This design comes from an exercise in tuning for small area on the open sky130 flow, not from production work. The RTL was checked by simulation tests, not by an equivalence proof against the original design. No activity file was given, so power comes from the tool's default toggle rates. The clock port is modelled as an ideal driver; clocking choices that lean on that would not hold on a real chip.

== v6 ==
Design Hough, start of the top module:
module Hough(
	input wire			nReset,
	input wire			Clk,
	input wire 	[7:0]	PixelIn,
	input wire			FrameIn,
	input wire			LineIn,
	output reg	[7:0]	PixelOut,
	output reg			FrameOut,
	output reg			LineOut
);
Size: about 1200 cells after synthesis, ~730 flip-flops, roughly 22 I/O pins.
export LEC_CHECK = 0
export CAP_MARGIN = 20
export CORE_MARGIN = 2
export CORE_UTILIZATION = 45
export SLEW_MARGIN = 20
export SYNTH_HIERARCHICAL = 1
create_clock -name core_clock -period 10.0 [get_ports {Clk}]
standard.sh (not shown) runs the stock make flow with config.mk's settings and CLKGATE_MAP_FILE= SYNTH_SCRIPT=/design/flow/synth_recipe.tcl, a recipe that flattens the netlist after the stock synthesis.
==> flow/flow/run.sh <==
#!/bin/bash
# Own layout flow: the standard flow (standard.sh) with a clock tree
# built without dummy loads, small port buffers, and timing-driven
# placement that does not keep its trial buffering.

set -euo pipefail
export CTS_ARGS="-sink_clustering_enable -repair_clock_nets -dont_use_dummy_load -sink_clustering_size 34 -sink_clustering_max_diameter 70 -buf_list sky130_fd_sc_hd__clkbuf_16"
export GPL_KEEP_OVERFLOW=0
export BUFFER_PORTS_ARGS="-buffer_cell sky130_fd_sc_hd__buf_1"
bash standard.sh > standard.log 2>&1
v6 finished all stages; the layout is clean.
Edits applied to the flow inputs when going from v6 to v7:
-- flow/flow/run.sh --
<<< v6, line 7
export CTS_ARGS="-sink_clustering_enable -repair_clock_nets -dont_use_dummy_load -sink_clustering_size 34 -sink_clustering_max_diameter 70 -buf_list sky130_fd_sc_hd__clkbuf_16"
>>> v7, line 7
export CTS_ARGS="-sink_clustering_enable -repair_clock_nets -dont_use_dummy_load -sink_clustering_size 32 -sink_clustering_max_diameter 100 -buf_list sky130_fd_sc_hd__clkbuf_16"
==> run notes <==
On multi-input logic area, v7 tracks v6 almost exactly.
~same share of the cycle needed by the critical path after routing in v6 and v7
v7 vs. v6: count of maximum capacitance violations essentially unchanged, parity-gate share of the synthesized area counting xor and xnor cells essentially unchanged.

---

Another version of the RTL of Hough (not shown whole).
Size in the first run: roughly 730 flip-flops, about 22 I/O pins, ~19000 um^2 of cells after synthesis.
Settings: LEC_CHECK=0, CAP_MARGIN=20, CORE_MARGIN=2, CORE_UTILIZATION=30, CTS_BUF_LIST=sky130_fd_sc_hd__clkbuf_16, CTS_CLUSTER_DIAMETER=100, CTS_CLUSTER_SIZE=30, PLACE_DENSITY=0.75, SLEW_MARGIN=20, SYNTH_HIERARCHICAL=1; clock period 10.0 ns.
==> flow/flow/run.sh <==
#!/bin/bash
# Own layout flow: the standard flow (standard.sh) with a clock tree
# built without dummy loads, small port buffers, and timing-driven
# placement that does not keep its trial buffering.

set -euo pipefail
export CTS_ARGS="-sink_clustering_enable -repair_clock_nets -dont_use_dummy_load -sink_clustering_size 30 -sink_clustering_max_diameter 100 -buf_list sky130_fd_sc_hd__clkbuf_16"
export GPL_KEEP_OVERFLOW=0
export BUFFER_PORTS_ARGS="-buffer_cell sky130_fd_sc_hd__buf_1"
bash standard.sh > standard.log 2>&1
The starting point finished with timing, DRC and antenna clean.
==> next run, changes <==
--- a/flow/config.mk
+++ b/flow/config.mk
@@ -12,5 +12,4 @@
 export CTS_CLUSTER_DIAMETER = 100
 export CTS_CLUSTER_SIZE = 30
-export PLACE_DENSITY = 0.75
 export SLEW_MARGIN = 20
 export SYNTH_HIERARCHICAL = 1
Outcome: The changed run ran to the end with no violations. Clock power hardly moves. Cell count is about the same. Cell area hardly moves. Sequential power barely changes. Power is about the same. Synthesized cell count is unchanged.
==> next run, changes <==
--- a/flow/config.mk
+++ b/flow/config.mk
@@ -8,5 +8,5 @@
 export CAP_MARGIN = 20
 export CORE_MARGIN = 2
-export CORE_UTILIZATION = 30
+export CORE_UTILIZATION = 45
 export CTS_BUF_LIST = sky130_fd_sc_hd__clkbuf_16
 export CTS_CLUSTER_DIAMETER = 100
What happened: Sequential power barely changes; count of clock-buffer cells in the layout does not change; synthesized cell count stays the same; sequential share of layout area rises by 1.3 points; routed wire length falls by 4.9%; via count falls by 1.5%; worst setup slack degrades by 0.22 ns; flip-flop and latch count does not change.
==> next run, changes <==
==> flow/flow/run.sh (replaced) <==
#!/bin/bash
# Own layout flow: the standard flow (standard.sh) with a clock tree
# built without dummy loads and small port buffers

set -euo pipefail
export CTS_ARGS="-sink_clustering_enable -repair_clock_nets -dont_use_dummy_load -sink_clustering_size 30 -sink_clustering_max_diameter 100 -buf_list sky130_fd_sc_hd__clkbuf_16"
export BUFFER_PORTS_ARGS="-buffer_cell sky130_fd_sc_hd__buf_1"
bash standard.sh > standard.log 2>&1
--- a/flow/config.mk
+++ b/flow/config.mk
@@ -8,5 +8,5 @@
 export CAP_MARGIN = 20
 export CORE_MARGIN = 2
-export CORE_UTILIZATION = 45
+export CORE_UTILIZATION = 30
 export CTS_BUF_LIST = sky130_fd_sc_hd__clkbuf_16
 export CTS_CLUSTER_DIAMETER = 100
=>
- worst setup slack gains 0.47 ns
- global-route usage goes down by 4.5 points
- die area goes up by about 50%
- register-to-register slack gains 0.47 ns
- core utilization goes down by 16 points
- wire length goes up by 3.0%
- count of clock-buffer cells in the layout is unchanged
==> next run, changes <==
==> flow/flow/run.sh (replaced) <==
#!/bin/bash
# Own layout flow: the standard flow (standard.sh) with a clock tree
# built without dummy loads, small port buffers, and timing-driven
# placement that does not keep its trial buffering, and gates off the
# critical paths down-sized after global routing (flow/post_grt.tcl).

set -euo pipefail
export CTS_ARGS="-sink_clustering_enable -repair_clock_nets -dont_use_dummy_load -sink_clustering_size 30 -sink_clustering_max_diameter 100 -buf_list sky130_fd_sc_hd__clkbuf_16"
export GPL_KEEP_OVERFLOW=0
export BUFFER_PORTS_ARGS="-buffer_cell sky130_fd_sc_hd__buf_1"
export POST_GLOBAL_ROUTE_TCL="$PWD/flow/post_grt.tcl"
bash standard.sh > standard.log 2>&1
==> flow/flow/post_grt.tcl (new file) <==
# After global routing: down-size gates that are off the critical paths,
# then repair slew and capacitance again and route the changed nets.
global_route -start_incremental
repair_timing -recover_power 100 -verbose
repair_design -slew_margin 20 -cap_margin 20 -verbose
detailed_placement
global_route -end_incremental
estimate_parasitics -global_routing
report_worst_slack
report_check_types -max_slew -max_capacitance -violators
After rerunning: Wire length grows by about 2%; power is about the same; via count drops by 1.0%; hold slack is better by 0.012 ns; die area does not change; worst setup slack loses 0.25 ns; area after synthesis stays the same; global-route usage is higher by 0.18 points; utilization is lower by 0.22 points; register-to-register slack got worse by 0.25 ns; combinational power hardly moves.

## afterwards: timing with drivers on the ports
The flow's constraints put no driver on any port. The routed layouts listed below were extracted and timed again, unchanged, in two steps. Step 1 assumes that a clkbuf_16 drives the clock port and a buf_2 every other input. Step 2 moves the port delays by t, midway between the first and last clock arrival at a register: inputs arrive t later, outputs are due t later. That takes back most of the time a late clock gives input paths. Three values: ideal, step 1, step 2; two values: the first two.
run	t, ns	slack for setup (ns)	slew at the worst register clock pin (ns)	worst data-port slew with drivers (ns)
v6	0.625	0.709 / 0.709 / 0.709	0.12 / 0.12	0.03
v7	0.609	0.715 / 0.715 / 0.715	0.12 / 0.12	0.03
the first run of note 2	0.626	1.031 / 1.031 / 1.031	0.11 / 0.11	0.04
the second run of note 2	0.620	0.811 / 0.811 / 0.811	0.11 / 0.11	0.03
the third run of note 2	0.623	0.588 / 0.588 / 0.588	0.11 / 0.11	0.03
the fourth run of note 2	0.629	1.055 / 1.055 / 1.055	0.11 / 0.11	0.03
the fifth run of note 2	0.621	0.800 / 0.800 / 0.800	0.11 / 0.11	0.03
After both steps every run listed still meets setup and hold.
